Context: an optimization exercise on an open-source flow, tuned for small area, a short achievable clock period and few clock cycles. The choices shown serve that exercise and are no tape-out recipe. The RTL was checked by simulation tests, not by an equivalence proof against the original design.

== main ==
==> flow/design.v (excerpt) <==
module conv_window_unit(clk, reset, in_valid, in_ready, window, filter, filterSize,
		out_valid, value);
	input clk, reset;
	input in_valid;
	output in_ready;
	input [399:0] window;
	input [399:0] filter;
	input [15:0] filterSize;
	output out_valid;
	output signed [15:0] value;
	localparam K = 9;
	reg [399:0] win_r, fil_r;
	reg a_busy, a_last;
	reg [1:0] a_batch;
	reg [1:0] a_size;      
	reg b_valid, b_first, b_last;
	reg [1:0] b_pos;       
	reg [16*K-1:0] prod_r;
	reg [15:0] acc;
	reg out_v;
	reg rdy_q, rdy_n;
	wire ready = ~rdy_n;
	wire accept = in_valid & ready & ~reset;
	assign in_ready = rdy_q;
	assign out_valid = out_v;
	reg [15:0] val_r;
	assign value = val_r;
	always @(posedge clk) begin
		if (ready) begin
			win_r[16*(25-K)-1:0] <= window[16*(25-K)-1:0];
			fil_r[16*(25-K)-1:0] <= filter[16*(25-K)-1:0];
		end else begin
			win_r[16*(25-K)-1:0] <= win_r[16*25-1:16*K];
			fil_r[16*(25-K)-1:0] <= fil_r[16*25-1:16*K];
		end
		win_r[399:16*(25-K)] <= window[399:16*(25-K)];
		fil_r[399:16*(25-K)] <= filter[399:16*(25-K)];
	end
	wire [1:0] in_size = filterSize[2:0] - 3'd2;
  ...
Size in the first run: roughly 7000 cells after synthesis, about 840 I/O pins, roughly 81000 µm² of cells after synthesis.
==> module conv_window_unit, before the edit <==
module conv_window_unit(clk, reset, in_valid, in_ready, window, filter, filterSize,
		out_valid, value);
	input clk, reset;
	input in_valid;
	output in_ready;
	input [399:0] window;
	input [399:0] filter;
	input [15:0] filterSize;
	output out_valid;
	output signed [15:0] value;
	localparam K = 9;
	reg [399:0] win_r, fil_r;
	reg a_busy, a_last;
	reg [1:0] a_batch;
	reg [1:0] a_size;      
	reg b_valid, b_first, b_last;
	reg [1:0] b_pos;       
	reg [16*K-1:0] prod_r;
	reg [15:0] acc;
	reg out_v;
	reg rdy_q, rdy_n;
	wire ready = ~rdy_n;
	wire accept = in_valid & ready & ~reset;
	assign in_ready = rdy_q;
	assign out_valid = out_v;
	reg [15:0] val_r;
	assign value = val_r;
	always @(posedge clk) begin
		if (ready) begin
			win_r[16*(25-K)-1:0] <= window[16*(25-K)-1:0];
			fil_r[16*(25-K)-1:0] <= filter[16*(25-K)-1:0];
		end else begin
			win_r[16*(25-K)-1:0] <= win_r[16*25-1:16*K];
			fil_r[16*(25-K)-1:0] <= fil_r[16*25-1:16*K];
		end
		win_r[399:16*(25-K)] <= window[399:16*(25-K)];
		fil_r[399:16*(25-K)] <= filter[399:16*(25-K)];
	end
	wire [1:0] in_size = filterSize[2:0] - 3'd2;
	wire busy_d = ~reset & (accept | (a_busy & ~a_last));
	wire last_d = ready ? ~in_size[1] : (a_size == 2'd2) | (a_batch == 2'd1);
	always @(posedge clk) begin
		a_busy <= busy_d;
		a_last <= last_d;
		rdy_q <= ~busy_d | last_d;
		rdy_n <= busy_d & ~last_d;
		if (ready) begin
			a_size <= in_size;
			a_batch <= 2'd0;
		end else begin
			a_batch <= a_batch + 2'd1;
		end
	end
	wire [16*K-1:0] prod;
	genvar i;
	generate
		for (i = 0; i < K; i = i + 1) begin : mults
			satmul mp(win_r[16*i +: 16], fil_r[16*i +: 16], prod[16*i +: 16]);
		end
	endgenerate
	always @(posedge clk) begin
		if (reset)
			b_valid <= 1'b0;
		else
			b_valid <= a_busy;
		b_first <= (a_batch == 2'd0);
		b_last <= a_last;
		b_pos <= ~a_last ? 2'd2 : (a_size == 2'd0) ? 2'd0 : (a_size == 2'd1) ? 2'd2 : 2'd1;
		prod_r <= prod;
	end
	wire [15:0] acc_in = b_first ? 16'd0 : acc;
	wire [16*K-1:0] part;
	satadd ad0(acc_in, prod_r[15:0], part[15:0]);
	generate
		for (i = 1; i < K; i = i + 1) begin : chain
			satadd ad(prod_r[16*i +: 16], part[16*(i-1) +: 16], part[16*i +: 16]);
		end
	endgenerate
	wire [15:0] res = (b_pos == 2'd0) ? part[16*3 +: 16] : (b_pos == 2'd1) ? part[16*(K-3) +: 16] : part[16*(K-1) +: 16];
	always @(posedge clk) begin
		acc <= part[16*(K-1) +: 16];
		val_r <= res;
		if (reset)
			out_v <= 1'b0;
		else
			out_v <= b_valid & b_last;
	end
endmodule
==> flow/config.mk <==
export PLATFORM = sky130hd
export DESIGN_NAME = conv_window_unit
export DESIGN_NICKNAME = conv_window_unit
export VERILOG_FILES = /design/flow/design.v
export SDC_FILE = /design/flow/constraint.sdc
export NUM_CORES = 4
export LEC_CHECK = 0
export CAP_MARGIN = 20
export CORE_MARGIN = 2
export CORE_UTILIZATION = 40
export CTS_CLUSTER_DIAMETER = 100
export CTS_CLUSTER_SIZE = 30
export SLEW_MARGIN = 20
export SYNTH_HIERARCHICAL = 1
export SYNTH_MINIMUM_KEEP_SIZE = 0
==> flow/constraint.sdc <==
create_clock -name core_clock -period 120.0 [get_ports {clk}]
set_input_delay 24.0000 -clock core_clock [delete_from_list [all_inputs] [get_ports {clk}]]
set_output_delay 24.0000 -clock core_clock [all_outputs]
set_load 0.01 [all_outputs]
standard.sh (not shown) runs the stock make flow with config.mk's settings and CLKGATE_MAP_FILE= SYNTH_SCRIPT=/design/flow/synth_recipe.tcl, a recipe that flattens the netlist after the stock synthesis.
==> flow/flow/run.sh <==
#!/bin/bash
# The standard layout (standard.sh, all steps) with these changes:
# - after synthesis, flow/downsize.tcl gives the multiplier cells and the
#   window/filter load multiplexers their smallest drive strength;
# - the port buffers that global placement adds are sky130_fd_sc_hd__buf_1
#   instead of the cell buffer_ports picks by default, and before placement
#   repair flow/outbuf.tcl makes those on the output ports buf_4.
set -euo pipefail
export POST_SYNTH_TCL="$PWD/flow/downsize.tcl"
export PRE_RESIZE_TCL="$PWD/flow/outbuf.tcl"
export BUFFER_PORTS_ARGS="-buffer_cell sky130_fd_sc_hd__buf_1"
bash standard.sh finish > standard_finish.log 2>&1
Other scripts of this flow, unchanged in this note and not shown: flow/flow/downsize.tcl, flow/flow/outbuf.tcl
Every stage of the flow completed for main, and the final layout passed the timing, design-rule and antenna checks.
Testbench counts of main, summed over its fixed seeds: cycles 4,973.
Edits applied to the flow inputs when going from main to the feature branch:
--- a/flow/design.v
+++ b/flow/design.v
@@ -666,10 +666,9 @@
 	wire ready = ~rdy_n;
 	wire accept = in_valid & ready & ~reset;
 	assign in_ready = rdy_q;
 	assign out_valid = out_v;
-	reg [15:0] val_r;
-	assign value = val_r;
+	assign value = acc;
 	always @(posedge clk) begin
 		if (ready) begin
 			win_r[16*(25-K)-1:0] <= window[16*(25-K)-1:0];
 			fil_r[16*(25-K)-1:0] <= filter[16*(25-K)-1:0];
@@ -719,12 +718,10 @@
 		for (i = 1; i < K; i = i + 1) begin : chain
 			satadd ad(prod_r[16*i +: 16], part[16*(i-1) +: 16], part[16*i +: 16]);
 		end
 	endgenerate
-	wire [15:0] res = (b_pos == 2'd0) ? part[16*3 +: 16] : (b_pos == 2'd1) ? part[16*(K-3) +: 16] : part[16*(K-1) +: 16];
 	always @(posedge clk) begin
-		acc <= part[16*(K-1) +: 16];
-		val_r <= res;
+		acc <= (b_pos == 2'd0) ? part[16*3 +: 16] : (b_pos == 2'd1) ? part[16*(K-3) +: 16] : part[16*(K-1) +: 16];
 		if (reset)
 			out_v <= 1'b0;
 		else
 			out_v <= b_valid & b_last;
## What came out
There was hardly any difference in global-route total usage across every layer between main and the feature branch. Summary — final critical path time including I/O delays and setup, the feature branch relative to main: lower, by 0.039 ns. Post-place setup slack in the feature branch vs main: down 0.019 ns. main → the feature branch: layout cell share with drive strength beyond 1 essentially unchanged. The higher number of vias per cell of main and the feature branch is in the feature branch. From main to the feature branch the numbers moved as follows: floorplan core area decreased 1600 µm², core utilization of the finished layout essentially unchanged, final-stage net count essentially unchanged, peak clock frequency supported by timing essentially unchanged. Area of all placed cells without fillers went down slightly going from main to the feature branch. Between main and the feature branch, worst hold-check slack is higher for the feature branch, main comes in under that. Layout overhead on the synthesized area ends up higher on main.
Testbench counts of the feature branch, summed over its fixed seeds: cycles 4,973.

## static timing again, ports no longer ideal
The results above use ideal ports. As a check the final layouts listed here were re-extracted and re-timed, cells and wires unchanged. Step 1 sets driving cells, clkbuf_16 on the clock port and buf_2 on the other inputs (assumed; they add their load-dependent delay and slew). Step 2 also shifts input and output timing later by t, the mid clock arrival at the registers, as if the neighbouring blocks saw the same clock. Slacks: ideal ports / drivers / drivers and shift; pairs: ideal ports / drivers.
| run | t (ns) | setup slack, ns | hold slack, ns | clock arrival spread, ns | worst slew at a driven data input, ns |
|---|---|---|---|---|---|
| main | 0.821 | 94.500 / 94.408 / 95.229 | 0.382 / 0.382 / 0.382 | 0.057 / 0.057 | 0.11 |
| the feature branch | 0.803 | 94.539 / 94.451 / 95.254 | 0.390 / 0.390 / 0.390 | 0.073 / 0.073 | 0.11 |
After both steps every run listed still meets setup and hold.
